What follows belongs to an exercise in optimizing a design on an open flow for small area, a short achievable clock period and few clock cycles; a production flow would make more cautious choices.
Function was checked by simulation only, so behaviour that the tests miss may differ from the original.
Power is estimated from default activity; no workload was simulated.

**flow/flow/run.sh**
```bash
#!/bin/bash
# The standard layout, with drive-strength-1 port buffers, a clock tree with
# larger sink clusters and no dummy loads, and timing repair aimed at a
# tighter setup margin.
set -euo pipefail
bash standard.sh \
  'BUFFER_PORTS_ARGS=-buffer_cell sky130_fd_sc_hd__buf_1' \
  'CTS_ARGS=-sink_clustering_enable -repair_clock_nets -sink_clustering_size 28 -sink_clustering_max_diameter 80 -dont_use_dummy_load' \
  SETUP_SLACK_MARGIN=7.8 \
  finish > standard_flow.log 2>&1
```
**flow/standard.sh**
```bash
#!/bin/bash
# synth_recipe.tcl (not shown) runs the flow's synth.tcl, then flattens the netlist and writes it again
# the make line also repeats each setting of config.mk as NAME=value (left out here)
make -C /OpenROAD-flow-scripts/flow DESIGN_CONFIG=/design/flow/config.mk WORK_HOME=/design/flow/orfs CLKGATE_MAP_FILE= SYNTH_SCRIPT=/design/flow/synth_recipe.tcl "${@:-finish}"
```
**flow/config.mk**
```make
export PLATFORM = sky130hd
export DESIGN_NAME = nanocpu
export DESIGN_NICKNAME = nanocpu
export VERILOG_FILES = /design/flow/design.v
export SDC_FILE = /design/flow/constraint.sdc
export NUM_CORES = 4
export LEC_CHECK = 0
export CAP_MARGIN = 20
export CORE_MARGIN = 2
export CORE_UTILIZATION = 55
export PLACE_DENSITY = 0.65
export SLEW_MARGIN = 20
export SYNTH_HIERARCHICAL = 1
```
**flow/constraint.sdc**
```tcl
create_clock -name core_clock -period 11.5 [get_ports {clock}]
set_input_delay 2.3000 -clock core_clock [delete_from_list [all_inputs] [get_ports {clock}]]
set_output_delay 2.3000 -clock core_clock [all_outputs]
set_load 0.01 [all_outputs]
```
**flow/design.v**
```verilog
`timescale 1ns / 1ps
module prefix32(gg, pp, p0, A, B);
output	[31:0]	gg;
output	[31:0]	pp;
output	[31:0]	p0;
input	[31:0]	A;
input	[31:0]	B;
localparam N = 32;
localparam L = 5;
assign p0 = A ^ B;
wire	[(L+1)*N-1:0]	g;
wire	[(L+1)*N-1:0]	p;
assign g[N-1:0] = A & B;
assign p[N-1:0] = p0;
genvar l, i;
generate
for (l = 0; l < L; l = l + 1) begin : lvl
	for (i = 0; i < N; i = i + 1) begin : pos
		if (((i >> l) & 1) == 1) begin : comb
			localparam integer J = ((i >> l) << l) - 1;
			assign g[(l+1)*N+i] = g[l*N+i] | (p[l*N+i] & g[l*N+J]);
			assign p[(l+1)*N+i] = p[l*N+i] & p[l*N+J];
		end else begin : pass
			assign g[(l+1)*N+i] = g[l*N+i];
			assign p[(l+1)*N+i] = p[l*N+i];
		end
	end
end
endgenerate
assign gg = g[L*N +: N];
assign pp = p[L*N +: N];
endmodule
module addfold32(S, Cout, gg, pp, p0, Cin);
output	[31:0]	S;
output			Cout;
input	[31:0]	gg;
input	[31:0]	pp;
input	[31:0]	p0;
input			Cin;
wire	[32:0]	c = {gg | (pp & {32{Cin}}), Cin};
assign S = p0 ^ c[31:0];
assign Cout = c[32];
endmodule
`timescale 1ns / 1ps
module mux2_1(out,in0,in1,sel);
parameter WIDTH=32;
output	[WIDTH-1:0]	out;
input	[WIDTH-1:0]	in0;
input	[WIDTH-1:0]	in1;
input				sel;
assign out=sel?in1:in0;
endmodule
`timescale 1ns / 1ps
module agu(S, A, imm, Cin);
output	[31:0]	S;
input	[31:0]	A;
input	[15:0]	imm;
input			Cin;
wire	[15:0]	gg, pp, p0;
prefix16	PRE(gg, pp, p0, A[15:0], imm);
wire	[15:0]	hi = A[31:16];
wire	[15:0]	inc, dec;
incdec16	INCDEC(inc, dec, hi);
agu_sel	SEL(S, gg, pp, p0, hi, inc, dec, imm[15], Cin);
endmodule
module incdec16(inc, dec, A);
output	[15:0]	inc;
output	[15:0]	dec;
input	[15:0]	A;
localparam N = 16;
localparam L = 4;
wire	[(L+1)*N-1:0]	p1;
wire	[(L+1)*N-1:0]	p0;
assign p1[N-1:0] = A;
assign p0[N-1:0] = ~A;
genvar l, i;
generate
for (l = 0; l < L; l = l + 1) begin : lvl
	for (i = 0; i < N; i = i + 1) begin : pos
		if (((i >> l) & 1) == 1) begin : comb
			localparam integer J = ((i >> l) << l) - 1;
			assign p1[(l+1)*N+i] = p1[l*N+i] & p1[l*N+J];
			assign p0[(l+1)*N+i] = p0[l*N+i] & p0[l*N+J];
		end else begin : pass
			assign p1[(l+1)*N+i] = p1[l*N+i];
			assign p0[(l+1)*N+i] = p0[l*N+i];
		end
	end
end
endgenerate
wire	[N-1:0]	all1 = {p1[L*N +: N-1], 1'b1};
wire	[N-1:0]	all0 = {p0[L*N +: N-1], 1'b1};
assign inc = A ^ all1;
assign dec = A ^ all0;
endmodule
module agu_sel(S, gg, pp, p0, hi, inc, dec, s, Cin);
output	[31:0]	S;
input	[15:0]	gg, pp, p0;
input	[15:0]	hi, inc, dec;
input			s;
input			Cin;
wire	[16:0]	c = {gg | (pp & {16{Cin}}), Cin};
assign S[15:0] = p0 ^ c[15:0];
assign S[31:16] = (s ^ c[16]) ? (s ? dec : inc) : hi;
endmodule
module prefix16(gg, pp, p0, A, B);
output	[15:0]	gg;
output	[15:0]	pp;
output	[15:0]	p0;
input	[15:0]	A;
input	[15:0]	B;
localparam N = 16;
localparam L = 4;
assign p0 = A ^ B;
wire	[(L+1)*N-1:0]	g;
wire	[(L+1)*N-1:0]	p;
assign g[N-1:0] = A & B;
assign p[N-1:0] = p0;
genvar l, i;
generate
for (l = 0; l < L; l = l + 1) begin : lvl
	for (i = 0; i < N; i = i + 1) begin : pos
		if (((i >> l) & 1) == 1) begin : comb
			localparam integer J = ((i >> l) << l) - 1;
			assign g[(l+1)*N+i] = g[l*N+i] | (p[l*N+i] & g[l*N+J]);
			assign p[(l+1)*N+i] = p[l*N+i] & p[l*N+J];
		end else begin : pass
			assign g[(l+1)*N+i] = g[l*N+i];
			assign p[(l+1)*N+i] = p[l*N+i];
		end
	end
end
endgenerate
assign gg = g[L*N +: N];
assign pp = p[L*N +: N];
endmodule
`timescale 1ns / 1ps
module adder32(S, Cout, A, B, Cin);
output	[31:0]	S;
output			Cout;
input	[31:0]	A;
input	[31:0]	B;
input			Cin;
wire	[31:0]	gg, pp, p0;
prefix32	PRE(gg, pp, p0, A, B);
addfold32	FOLD(S, Cout, gg, pp, p0, Cin);
endmodule
`timescale 1ns / 1ps
module regfile(A, B, data, sa, sb, rw, we, clock);
output	[31:0]	A;
output	[31:0]	B;
input 	[31:0]	data;
input 	[31:0]	sa, sb;
input 	[4:0]	rw;
input			we;
input			clock;
reg		[31:0] regs[31:0];
always @(posedge clock)
begin
	if (we)
		regs[rw] <= data;
end
genvar b, r;
generate
for (b = 0; b < 32; b = b + 1) begin : bits
	wire	[31:0]	col;
	for (r = 0; r < 32; r = r + 1) begin : rows
		assign col[r] = regs[r][b];
	end
	rf_mux32	MA(A[b], col, sa);
	rf_mux32	MB(B[b], col, sb);
end
endgenerate
endmodule
module rf_mux32(y, d, s);
output			y;
input	[31:0]	d;
input	[31:0]	s;
wire	[3:0]	u;
wire	[1:0]	v;
genvar i;
generate
for (i = 0; i < 4; i = i + 1) begin : l1
	rf_or8	G(u[i], d[8*i +: 8], s[8*i +: 8]);
end
for (i = 0; i < 2; i = i + 1) begin : l2
	rf_nor2	G(v[i], u[2*i], u[2*i+1]);
end
endgenerate
rf_nand2	L3(y, v[0], v[1]);
endmodule
module rf_or8(y, d, s);
output			y;
input	[7:0]	d;
input	[7:0]	s;
wire	[3:0]	t = ~((d[7:4] & s[7:4]) | (d[3:0] & s[3:0]));
assign y = ~&t;
endmodule
module rf_nor2(y, a, b);
output	y;
input	a, b;
assign y = ~(a | b);
endmodule
module rf_nand2(y, a, b);
output	y;
input	a, b;
assign y = ~(a & b);
endmodule
`timescale 1ns / 1ps
module control(	
	sel_pc,
	sel_addpc,
	sel_wr,
	sel_b,
	sel_data,
	reg_wr,
	mem_wr,
	ext_ops,
	alu_ops,
	opcode,
	reserved,
	z_flag
	);
output reg sel_pc;
output reg sel_addpc;
output reg sel_wr;
output reg sel_b;
output reg sel_data;
output reg reg_wr;
output reg mem_wr;
output reg [1:0] ext_ops;
output reg [2:0] alu_ops;
input [5:0] opcode;
input [2:0] reserved;
input z_flag;
localparam ORI=6'b010000;
localparam ORUI=6'b010001;
localparam ADD=6'b000001;
localparam LW=6'b011000;
localparam SW=6'b011100;
localparam BEQ=6'b100100;
localparam JMP=6'b110000;
always @(*)
begin
	case (opcode)
		JMP : sel_pc=1;
		default : sel_pc=0;
	endcase
end
always @(*)
begin
	case (opcode)
		BEQ : sel_addpc=z_flag;
		default : sel_addpc=0;
	endcase
end
always @(*)
begin
	case (opcode)
		ORI : sel_wr=1;
		ORUI : sel_wr=1;
		LW : sel_wr=1;
		default : sel_wr=0;
	endcase
end
always @(*)
begin
	case (opcode)
		ORI : sel_b=1;
		ORUI : sel_b=1;
		LW : sel_b=1;
		SW : sel_b=1;
		default : sel_b=0;
	endcase
end
always @(*)
begin
	case (opcode)
		LW : sel_data=1;
		default : sel_data=0;
	endcase
end
always @(*)
begin
	case (opcode)
		ORI : reg_wr=1;
		ORUI : reg_wr=1;
		ADD : reg_wr=1;
		LW : reg_wr=1;
		default : reg_wr=0;
	endcase
end
always @(*)
begin
	case (opcode)
		SW : mem_wr=1;
		default : mem_wr=0;
	endcase
end
always @(*)
begin
	case (opcode)
		ORUI : ext_ops=2'b10;
		LW : ext_ops=2'b01;
		SW : ext_ops=2'b01;
		BEQ : ext_ops=2'b01;
		default : ext_ops=2'b00;
	endcase
end
always @(*)
begin
	case (opcode)
		ORI : alu_ops=3'b010;
		ORUI : alu_ops=3'b010;
		BEQ : alu_ops=3'b001;
		ADD : alu_ops=reserved;
		default : alu_ops=3'b000;
	endcase
end
endmodule
`timescale 1ns / 1ps
module nanocpu(p_address,p_data,d_address,d_wdata,d_rdata,mem_wr,clock,nreset);
output 	[31:0]	p_address;
input 	[31:0]	p_data;
output	[31:0]	d_address;
output			mem_wr;
output	[31:0]	d_wdata;
input	[31:0]	d_rdata;
input			clock;
input			nreset;
localparam ORI=6'b010000;
localparam ORUI=6'b010001;
localparam ADD=6'b000001;
localparam LW=6'b011000;
localparam SW=6'b011100;
localparam BEQ=6'b100100;
localparam JMP=6'b110000;
localparam R_SUM=3'd0, R_OR=3'd1, R_AND=3'd2, R_XOR=3'd3, R_Y=3'd4, R_MEM=3'd5;
reg	[29:0]	pc;
assign p_address = {pc, 2'b00};
wire	[5:0]	f_op = p_data[31:26];
wire	f_jmp = (f_op == JMP);
wire	f_mem = (f_op == LW) | (f_op == SW);
reg	[31:0]	ir;
reg		vd_q;
reg	[31:0]	sa_q, sb_q;
reg	[31:0]	sa_d, sb_d;
integer k;
always @(*)
	for (k = 0; k < 32; k = k + 1) begin
		sa_d[k] = (p_data[25:21] == k);
		sb_d[k] = (p_data[20:16] == k);
	end
wire	[5:0]	op = ir[31:26];
wire	[4:0]	rs = ir[25:21];
wire	[4:0]	rt = ir[20:16];
wire	[4:0]	rd = ir[15:11];
wire	[2:0]	fn = ir[2:0];
wire	[15:0]	imm = ir[15:0];
wire	d_ori  = (op == ORI);
wire	d_orui = (op == ORUI);
wire	d_add  = (op == ADD);
wire	d_lw   = (op == LW);
wire	d_sw   = (op == SW);
wire	d_beq  = (op == BEQ);
reg		v_q;
reg	[31:0]	a_q, y_q;
reg	[29:0]	bt_q;
reg		cin_q, c_inv_q, c_en_q;
reg	[2:0]	rsel_q;
reg		we_q, beq_q;
reg	[4:0]	rw_q;
reg		c_q;
reg	[31:0]	da_q, wd_q;
reg		mw_q;
wire	[31:0]	ex_res;
wire		ex_we = v_q & we_q;
wire	[31:0]	rf_a, rf_b;
regfile	REGFILE(rf_a, rf_b, ex_res, sa_q, sb_q, rw_q, ex_we, clock);
wire	byp_a = ex_we & (rw_q == rs);
wire	byp_b = ex_we & (rw_q == rt);
wire	[31:0]	A = rf_a;
wire	[31:0]	B = rf_b;
reg	stall;
reg	we_d;
wire	stall_d = vd_q & we_d & f_mem & (rw_d == p_data[25:21]);
wire	[15:0]	br_off = imm | {16{~d_beq}};
wire	[29:0]	pc_br = pc + {{14{br_off[15]}}, br_off};
reg	[31:0]	a_d, y_d;
reg		ya_d, yb_d, yinv_d, a0_d;
reg		cin_c_d, cin_k_d, c_inv_d, c_en_d;
reg	[2:0]	rsel_d;
reg	[4:0]	rw_d;
always @(*)
begin
	a_d = A;
	y_d = B;
	ya_d = 1'b0; yb_d = 1'b1; yinv_d = 1'b0; a0_d = 1'b0;
	cin_c_d = 1'b1; cin_k_d = 1'b0; c_inv_d = 1'b0; c_en_d = 1'b1;
	rsel_d = R_SUM; we_d = 1'b0; rw_d = rd;
	case (op)
	ORI:  begin y_d = {16'b0, imm}; yb_d = 1'b0; rsel_d = R_OR; c_en_d = 1'b0; we_d = 1'b1; rw_d = rt; end
	ORUI: begin y_d = {imm, 16'b0}; yb_d = 1'b0; rsel_d = R_OR; c_en_d = 1'b0; we_d = 1'b1; rw_d = rt; end
	LW:   begin y_d = {{16{imm[15]}}, imm}; yb_d = 1'b0; rsel_d = R_MEM; we_d = 1'b1; rw_d = rt; end
	SW:   begin y_d = {{16{imm[15]}}, imm}; yb_d = 1'b0; end
	BEQ:  begin y_d = ~B; yinv_d = 1'b1; cin_c_d = 1'b0; cin_k_d = 1'b1; c_inv_d = 1'b1; end
	ADD:  begin
		we_d = 1'b1;
		case (fn)
		3'b000: ;
		3'b001: begin y_d = ~B; yinv_d = 1'b1; cin_c_d = 1'b0; cin_k_d = 1'b1; c_inv_d = 1'b1; end
		3'b010: begin rsel_d = R_OR;  c_en_d = 1'b0; end
		3'b011: begin rsel_d = R_AND; c_en_d = 1'b0; end
		3'b100: begin rsel_d = R_XOR; c_en_d = 1'b0; end
		3'b101: begin a_d = 32'b0; a0_d = 1'b1; y_d = ~A; ya_d = 1'b1; yb_d = 1'b0; yinv_d = 1'b1; cin_c_d = 1'b0; cin_k_d = 1'b1; c_en_d = 1'b0; end
		3'b110: begin y_d = ~A; ya_d = 1'b1; yb_d = 1'b0; yinv_d = 1'b1; rsel_d = R_Y; c_en_d = 1'b0; end
		default: begin y_d = ~B; yinv_d = 1'b1; rsel_d = R_Y; c_en_d = 1'b0; end
		endcase
		end
	default: ;
	endcase
end
wire	use_ex_y = (ya_d & byp_a) | (yb_d & byp_b);
wire	use_ex_a = byp_a & ~a0_d;
wire	[31:0]	sum;
wire		carry;
adder32	ALUADD(sum, carry, a_q, y_q, cin_q);
wire		c_new = v_q ? ((carry ^ c_inv_q) & c_en_q) : c_q;
reg	[31:0]	res_o;
always @(*)
begin
	case (rsel_q)
	R_OR:	res_o = a_q | y_q;
	R_AND:	res_o = a_q & y_q;
	R_XOR:	res_o = a_q ^ y_q;
	R_Y:	res_o = y_q;
	default: res_o = d_rdata;
	endcase
end
assign ex_res = (rsel_q == R_SUM) ? sum : res_o;
wire	br_taken = v_q & beq_q & (&(a_q ^ y_q));
wire	[31:0]	ag_sum;
agu	AGU(ag_sum, rf_a, imm, c_new);
assign d_address = da_q;
assign d_wdata = wd_q;
assign mem_wr = mw_q;
always @(posedge clock)
begin
	if (!nreset) begin
		pc <= 30'd0;
		vd_q <= 1'b0;
		v_q <= 1'b0;
		mw_q <= 1'b0;
		c_q <= 1'b0;
		stall <= 1'b0;
	end else begin
		if (br_taken) begin
			pc <= bt_q;
			vd_q <= 1'b0;
		end else if (stall) begin
			pc <= pc_br;
			vd_q <= 1'b0;
		end else begin
			pc <= f_jmp ? {4'b0000, p_data[25:0]} : pc + 30'd1;
			vd_q <= 1'b1;
		end
		v_q <= vd_q & ~br_taken & ~stall;
		mw_q <= vd_q & ~br_taken & ~stall & d_sw;
		c_q <= c_new;
		stall <= ~stall & ~br_taken & stall_d;
	end
end
always @(posedge clock)
begin
	ir <= p_data;
	sa_q <= sa_d;
	sb_q <= sb_d;
	a_q <= use_ex_a ? ex_res : a_d;
	y_q <= use_ex_y ? (ex_res ^ {32{yinv_d}}) : y_d;
	bt_q <= pc_br;
	cin_q <= cin_c_d ? c_new : cin_k_d;
	c_inv_q <= c_inv_d;
	c_en_q <= c_en_d;
	rsel_q <= rsel_d;
	we_q <= we_d;
	beq_q <= d_beq;
	rw_q <= rw_d;
	da_q <= ag_sum;
	wd_q <= byp_b ? ex_res : B;
end
endmodule
```
==> summary.txt <==
==> synthesized netlist by cell type, types with 79 or more instances <==
master	n	share of area, %
nand2_1	165	1.0
nor2_1	391	2.4
o21ai_0	79	0.65
inv_1	103	0.63
clkbuf_1	123	0.75
a21oi_1	203	1.7
ha_1	152	3.1
nand4_1	287	2.9
mux2i_1	147	2.4
edfxtp_1	1024	50
a22oi_1	1104	14
dfxtp_1	302	9.9
xnor2_1	104	1.5
==> layer usage <==
metal	share of wire, %	GRT usage [%]
met1	36	49.1
met2	44	56.8
met3	13	9.67
met4	7.8	23.9
met5	0.011	0
==> placed cells by master (no fill, tap or decap), types with 13 or more instances in the layout <==
cell / netlist / layout
a211oi_1: 18 / 18
a21o_1: 30 / 29
a21oi_1: 203 / 194
a21oi_2: 21 / 27
a21oi_4: 11 / 14
a221o_1: 17 / 17
a221oi_1: 30 / 30
a22oi_1: 1104 / 1088
a22oi_2: 0 / 16
and2_1: 15 / 15
and3_1: 26 / 25
buf_1: 4 / 160
buf_12: 3 / 17
buf_4: 5 / 158
buf_6: 5 / 27
clkbuf_16: 0 / 63
dfxtp_1: 302 / 261
dfxtp_2: 0 / 31
edfxtp_1: 1024 / 1024
ha_1: 152 / 124
ha_4: 0 / 20
inv_1: 103 / 102
mux2_2: 38 / 38
mux2i_1: 147 / 142
nand2_1: 165 / 141
nand2_4: 0 / 15
nand2b_1: 41 / 41
nand3_1: 78 / 68
nand3b_1: 40 / 40
nand4_1: 287 / 287
nor2_1: 391 / 328
nor2_2: 1 / 17
nor2_4: 0 / 47
nor3_1: 26 / 16
o211ai_1: 23 / 23
o21ai_0: 79 / 74
o21ai_1: 11 / 13
or2_2: 19 / 14
xnor2_1: 104 / 104
xor2_1: 69 / 69
==> tightest hold or removal path, stage by stage (launching register included) <==
cell and delay (ns):
dfxtp_1 0.31, nand2_1 0.05, o211ai_1 0.07
==> power by group through the flow <==
stage	Combinational [uW]	Sequential, uW	Clock, uW
detailed placement	2600	6170	0
global route	3000	6080	2550
floorplan	1360	6200	0
CTS	2680	6060	2400
finish	2890	6070	2400
global placement	2570	6170	0
==> how the worst min path moves through the flow <==
stage / start / endpoint
after global placement: bt_q[11]$_DFF_P_ / pc[11]$_SDFF_PN0_
after global routing: bt_q[4]$_DFF_P_ / pc[4]$_SDFF_PN0_
final: bt_q[11]$_DFF_P_ / pc[11]$_SDFF_PN0_
after detailed placement: bt_q[2]$_DFF_P_ / pc[2]$_SDFF_PN0_
after floorplan: bt_q[11]$_DFF_P_ / pc[11]$_SDFF_PN0_
after CTS: bt_q[11]$_DFF_P_ / pc[11]$_SDFF_PN0_
==> logic make-up after synthesis <==
logic type	Yosys count	synth area share [%]
adders and majority gates	153	3.14
AOI/OAI and AO/OA	1634	19.4
and+or+nand+nor	1168	9.83
DFF	1326	60.2
xor gates and xnor gates	173	2.48
other	1	0.00613
muxes	185	3.11
buffers and inverters	263	1.82
==> metrics by stage <==
| stage | cell area, sq um | hold WS, ns |
|---|---|---|
| 2_1_floorplan | 61200 | 0.443 |
| 6_report | 68000 | 0.434 |
| 4_1_cts | 67100 | 0.445 |
| 5_1_grt | 68000 | 0.457 |
| 3_5_place_dp | 64400 | 0.458 |
| 3_3_place_gp | 64400 | 0.449 |
==> final cells by class <==
class                           count  area (sq um)  share of cell area, %
Tap cell                         1488          1860                   2.74
Clock buffer                       61          1530                   2.25
Inverter                          104           390                  0.574
Timing Repair Buffer              376          2790                   4.10
Antenna cell                        5          12.5                 0.0184
Multi-Input combinational cell   3317         24500                   36.1
Sequential cell                  1326         36900                   54.2
==> Yosys stat by module, one instance, submodules excluded, a selection <==
module	area [sq um]	cells
nanocpu	16200	1860
addfold32	694	68
rf_nor2	3.75	1
prefix16	563	72
rf_or8	36.3	5
rf_nand2	3.75	1
regfile	31000	1074
incdec16	647	89
prefix32	1290	181
agu_sel	766	87
==> flip-flops by register name, indices dropped and copies added (netlist names), 3 cells and up <==
register,cells
REGFILE.regs,1024
a_q,32
da_q,32
ir,32
sa_q,32
sb_q,32
wd_q,32
y_q,32
bt_q,30
pc,30
rw_q,5
rsel_q,3
==> timing repair <==
action                     CTS  global route
setup endpoints to repair  107            77
hold endpoints to repair     0             0
pin swaps                   43            67
cloned                       7             4
setup buffers               24            22
gates resized for setup    173           144
==> metrics.md <==
| Metric | Value |
|---|---|
| Critical path, cell by cell | `buf_1 > a22oi_1 > nand3_2` |
| Status | `complete, no violations` |
| Total gr overflow | `0` |
| ANT nets after route | `0` |
| Async SR Flop Fraction | `0%` |
| Switching Power | `3670 uW` |
| Final WL | `223 mm` |
| Worst-Skew Late Latency | `0.75 ns` |
| Number of H-tree levels | `2` |
| Hold Buf Count CTS | `0` |
| Post-synth cell types | `97` |
| Post-synth EDFFs | `1024` |
| Vias in the first global route | `43778` |
| End of the critical path | `REGFILE.regs[31][22]$_DFFE_PP_` |
| Top_reg_cell synth | `edfxtp_1` |
| # IOs | `163` |
| Highest clock rate | `249 MHz` |
| Fin util | `61.5%` |
| Reg2reg path depth | `17` |
| DPL Wire Length | `134 mm` |
| GRT Overall Usage | `37.8%` |
| Placed Cells | `6554` |
| Register bit total from synthesis | `1326` |
| Pint | `7690 uW` |
| DR vias/cell | `7.15` |
| Max clock buf depth | `3` |
| Crit-path leading delay family | `compound AO/OA/AOI/OAI gates` |
| Crit path from | `d_rdata[22]` |
| HP Class | `flop to flop` |
| Fin cells | `6677` |
| WP data arrival | `4.27 ns` |
| Max stage delay cell, worst path | `a22oi_1` |
| Fin. Hold Viols | `0` |
| Slew margin rel. | `7.91%` |
| Largest net degree at the start of global routing | `90` |
| Worst setup SP type | `input port` |
| Site Rows | `122` |
| Synthesis-to-layout area growth | `11.2%` |
| Required time of the worst setup path | `11.75 ns` |
| Clock power frac | `21.1%` |
| Synth Cell Area | `61200 sq um` |
| Pwr Density | `167 nW/um^2` |
| Reg-to-reg startpoint | `sa_q[18]$_DFF_P_` |
| Die area | `114000 sq um` |
| First-pass GRT wire length | `308 mm` |
| Max-cap violations | `0` |
| Sw Ratio | `32.3%` |
| FF-to-FF End | `da_q[29]$_DFF_P_` |
| Pwr Total | `11400 uW` |
| Clk sinks | `1326` |
| Skew final | `0.0684 ns` |
| CP max stage delay | `1.03 ns` |
| Die Width | `337 um` |
| Port Buffers | `160` |
| RSZ-0062 raised after global routing | `yes` |
| Crit Path Class | `input port to flop` |
| R2R Setup Slk | `7.68 ns` |
| Hold Path Stages | `2` |
| Bufs and invs on worst path | `1` |
| Final setup vio count | `0` |
| Crit-path max FO | `17` |
| Sum of negative setup slack | `0 ns` |
| Initial Utilization | `55.3%` |
| DR iter-0 viols | `6832` |
| DRT Pass-1 Iters | `7` |
| Final WS setup | `7.49 ns` |
| Layout cell share with drive strength beyond 1 | `12.5%` |
| Syn Area/Cell | `12.5 sq um` |
| WL per Instance | `33.4 um` |
| CTS root buf | `clkbuf_16` |
| Final min period | `4.01 ns` |
| Filler instances | `8759` |
| Comb power frac | `25.4%` |
| Placer Congestion | `0.956` |
| Clock transition at path regs | `0.11 ns` |
| Area of the core | `111000 sq um` |
| Drc violations | `0` |
| Crit end category | `flop` |
| Initial antenna violation count | `11` |
| Reg power frac | `53.4%` |
| Leak Pwr | `0.0231 uW` |
| Tightest Pin Transition | `1.38 ns` |
| VDD IR-drop max | `0.154 mV` |
| Max-slew violations | `0` |
| Cells after Synth | `4903` |
| DR vias | `47724` |
| Yosys warns | `8` |
| Crit. path cell count | `3` |
| Inserted Clock Buffers | `61` |
| Sequential-to-total area share from yosys stat | `60.2%` |
| Chip height | `337 um` |
| TritonCTS clock tree | `done` |
| Fin nets | `5405` |
| Pre-CTS setup slack | `6.80 ns` |
| Period utilisation layout | `34.9%` |
Testbench counts, summed over its fixed seeds: cycles 114,647.

[separate check: timing with driven ports]
The flow's constraints put no driver on any port. The routed layout listed below was extracted and timed again, unchanged, in two steps.
Step 1: set_driving_cell puts a clkbuf_16 on clock and a buf_2 on each other input, an assumption about the parent block.
Step 2, shift: input delay + t, output delay - t, t = (earliest + latest rising clock arrival at the registers) / 2. This alone moves slack from input paths to output paths.
Slacks: no drivers / after step 1 / after step 2; pairs: no drivers / after step 1.
shift t [ns]: 0.801
slack for setup (ns): 7.487 / 7.548 / 6.747
latest minus earliest clock arrival (ns): 0.069 / 0.068
slew at the worst register clock pin (ns): 0.11 / 0.11
worst slew at a driven data input, ns: 0.05
After both steps setup and hold are still met in this run. The setup slack of this run moves by +0.061 ns with the drivers and by -0.740 ns with both steps.
